From an optimization exercise on the open Yosys and OpenROAD flow, aimed at small area and a short achievable clock period; shortcuts taken in it are not production practice.
In this exercise RTL edits were held to simulation tests only and were not proved equivalent to the original.

== before ==
## PGM
module PGM#(
    parameter    PLATFORM = "xilinx"
)(
input			clk,
input			rst_n,
input           cnt_rst,
input           lau_update_finish,
input     [47:0] timestamp,
input            in_pgm_addr_shift,
input            in_pgm_slot_shift, 
input	         in_pgm_test_start,       
input            test_stop, 
input     [11:0] in_pgm_pkt_1_len,
input     [11:0] in_pgm_pkt_2_len,
input     [11:0] in_pgm_pkt_3_len,
input     [11:0] in_pgm_pkt_4_len,
input     [11:0] in_pgm_pkt_5_len,
input     [11:0] in_pgm_pkt_6_len,
input     [11:0] in_pgm_pkt_7_len,
input     [11:0] in_pgm_pkt_8_len,
input	  [15:0] in_pgm_tb_1_size, 
input     [15:0] in_pgm_tb_1_rate,
input	  [15:0] in_pgm_tb_2_size, 
input     [15:0] in_pgm_tb_2_rate,
input	  [15:0] in_pgm_tb_3_size, 
input     [15:0] in_pgm_tb_3_rate,
input	  [15:0] in_pgm_tb_4_size, 
input     [15:0] in_pgm_tb_4_rate,
input	  [15:0] in_pgm_tb_5_size, 
input     [15:0] in_pgm_tb_5_rate,
input	  [15:0] in_pgm_tb_6_size, 
input     [15:0] in_pgm_tb_6_rate,
input	  [15:0] in_pgm_tb_7_size, 
input     [15:0] in_pgm_tb_7_rate,
input	  [15:0] in_pgm_tb_8_size, 
input     [15:0] in_pgm_tb_8_rate,
input            gcl_ram_rd,
input     [3:0]  slot_shift_cnt, 
input     [8:0]  slot_ID,
output     [31:0] out_pgm_pkt_1_cnt,
output     [31:0] out_pgm_pkt_2_cnt,
output     [31:0] out_pgm_pkt_3_cnt,
output     [31:0] out_pgm_pkt_4_cnt,
output     [31:0] out_pgm_pkt_5_cnt,
output     [31:0] out_pgm_pkt_6_cnt,
output     [31:0] out_pgm_pkt_7_cnt,
output     [31:0] out_pgm_pkt_8_cnt,
input     [7:0]  in_pgm_fifo_usedw, 
output           out_pgm_gcl_rd,   
output    [4:0]  out_pgm_gcl_addr,    
input	  [127:0]in_pgm_gc,         
output	         out_pgm_pkt_hdr_rd,
output	  [5:0]  out_pgm_pkt_hdr_addr,
input	  [127:0]in_pgm_pkt_hdr,
output	   [133:0]out_pgm_data,
output	          out_pgm_data_wr,
  ...
Size in the first run: ~1100 flip-flops, ~1100 I/O pins.
clock: 18.0 ns
lec_check: 0
cap_margin: 20
core_area: 5 5 315 315
die_area: 0 0 320 320
slew_margin: 20
standard.sh (not shown) runs the stock make flow with config.mk's settings and CLKGATE_MAP_FILE= SYNTH_SCRIPT=/design/flow/synth_recipe.tcl, a recipe that flattens the netlist after the stock synthesis.
==> flow/flow/run.sh <==
#!/bin/bash
set -euo pipefail
HERE=$(cd "$(dirname "$0")" && pwd)
MARGIN=$(cat "$HERE/margin.txt")
KNOBS=(BUFFER_PORTS_ARGS="-buffer_cell sky130_fd_sc_hd__buf_1" SETUP_SLACK_MARGIN=$MARGIN)
if [[ -f "$HERE/knobs.txt" ]]; then
  while read -r kv; do [[ -n "$kv" ]] && KNOBS+=("$kv"); done < "$HERE/knobs.txt"
fi
bash standard.sh "${KNOBS[@]}" synth > synth.log 2>&1
bash standard.sh "${KNOBS[@]}" floorplan > floorplan.log 2>&1
bash standard.sh "${KNOBS[@]}" place > place.log 2>&1
bash standard.sh "${KNOBS[@]}" cts > cts.log 2>&1
bash standard.sh "${KNOBS[@]}" route > route.log 2>&1
bash standard.sh "${KNOBS[@]}" finish > finish.log 2>&1
==> flow/flow/margin.txt <==
12.7
[inputs] after vs before
-- flow/design.v --
<<< before, line 117
            end
        ks16 = {G[15], p ^ {G[14:0], cin}};
    end
endfunction
>>> after, line 117
            end
        ks16 = {G[15], p ^ {G[14:0], cin}};
    end
endfunction
function kc16;
    input [15:0] a, b;
    input        cin;
    reg   [15:0] G, T;
    integer i, d;
    begin
        G = a & b;
        T = a | b;
        G[0] = G[0] | (T[0] & cin);
        for (d = 1; d < 16; d = d * 2)
            for (i = 15; i >= d; i = i - 1) begin
                G[i] = G[i] | (T[i] & G[i-d]);
                T[i] = T[i] & T[i-d];
            end
        kc16 = G[15];
    end
endfunction
<<< before, line 253
end
wire        shift = slave ^ in_pgm_slot_shift;
reg  [15:0] nct;
always @(posedge clk) if (st == S_SEL) nct <= 16'd0 - {4'd0, len[idx] + 12'd4};
wire        ct_on = (st == S_P1);
genvar gi;
generate for (gi = 0; gi < 8; gi = gi + 1) begin : g_tb
    reg  [15:0] RT;
    reg  [11:0] pl;
    wire [15:0] cg = (ct_on && idx == gi) ? nct : 16'd0;
    wire [16:0] tk = ks16(RT, cg, 1'b0);
    wire [15:0] t1 = tk[15:0];
    wire [16:0] u  = ks16(t1, tbr[gi], 1'b0);
    wire [15:0] ps = tbs[gi] ^ ~t1 ^ ~tbr[gi];
>>> after, line 270
end
wire        shift = slave ^ in_pgm_slot_shift;
reg  [7:0]  sel1;        
reg  [15:0] nct;         
always @(posedge clk) begin
    if (st == S_PRIO && gv) sel1 <= 8'd1 << gidx;
    if (st == S_SEL) nct <= 16'd0 - {4'd0, len[idx] + 12'd4};
end
wire        ct_on = (st == S_P1);
wire [15:0] rt_all [0:7];
reg  [15:0] rt_sel;
integer si;
always @(*) begin
    rt_sel = 16'd0;
    for (si = 0; si < 8; si = si + 1)
        rt_sel = rt_sel | (rt_all[si] & {16{sel1[si]}});
end
wire [15:0] rt_deb = rt_sel + nct;
genvar gi;
generate for (gi = 0; gi < 8; gi = gi + 1) begin : g_tb
    reg  [15:0] RT;
    reg  [11:0] pl;
    assign rt_all[gi] = RT;
    wire [15:0] t1 = (ct_on && sel1[gi]) ? rt_deb : RT;
    wire [16:0] u  = ks16(t1, tbr[gi], 1'b0);
    wire [15:0] ps = tbs[gi] ^ ~t1 ^ ~tbr[gi];
<<< before, line 282
        pl <= len[gi] + 12'd4;
    end
    assign req[gi] = RT >= {4'd0, pl};
end endgenerate
endmodule
>>> after, line 311
        pl <= len[gi] + 12'd4;
    end
    assign req[gi] = kc16(RT, ~{4'd0, pl}, 1'b1);    
end endgenerate
endmodule
==> run summary <==
Count of inserted antenna diode cells: before and after compared, lower one is before. after ends up with a total of cells resized after clock tree synthesis that is 59 higher than in before. Measured against each other, before and after differ in share of the synthesized area in compound gates (AO/OA/AOI/OAI), the higher figure coming from after. Looking at global-route track usage on met3, after sits 4.5 points higher than before does. In after relative to before, wire length per cell had gone up by more than 10%. Compared after vs before, and core occupancy in the finished layout is down in after.

[port drivers added, routing unchanged]
The results above use ideal ports. As a check the final layouts listed here were re-extracted and re-timed, cells and wires unchanged.
Step 1, drivers: a clkbuf_16 drives clk and a buf_2 each remaining input, both assumed.
Step 2 also shifts input and output timing later by t, the mid clock arrival at the registers, as if the neighbouring blocks saw the same clock.
Three values: no drivers, after step 1, after step 2; two values: the first two.
run | shift t [ns] | setup WS [ns] | hold WS [ns] | slew at the worst register clock pin (ns)
before | 0.787 | 12.193 / 12.152 / 11.365 | 0.321 / 0.321 / 0.321 | 0.08 / 0.08
after | 0.803 | 12.169 / 12.169 / 11.434 | 0.318 / 0.318 / 0.318 | 0.07 / 0.07
After both steps every run listed still meets setup and hold. The setup slack of before, which loses most, moves by -0.041 ns with the drivers and by -0.828 ns with both steps.
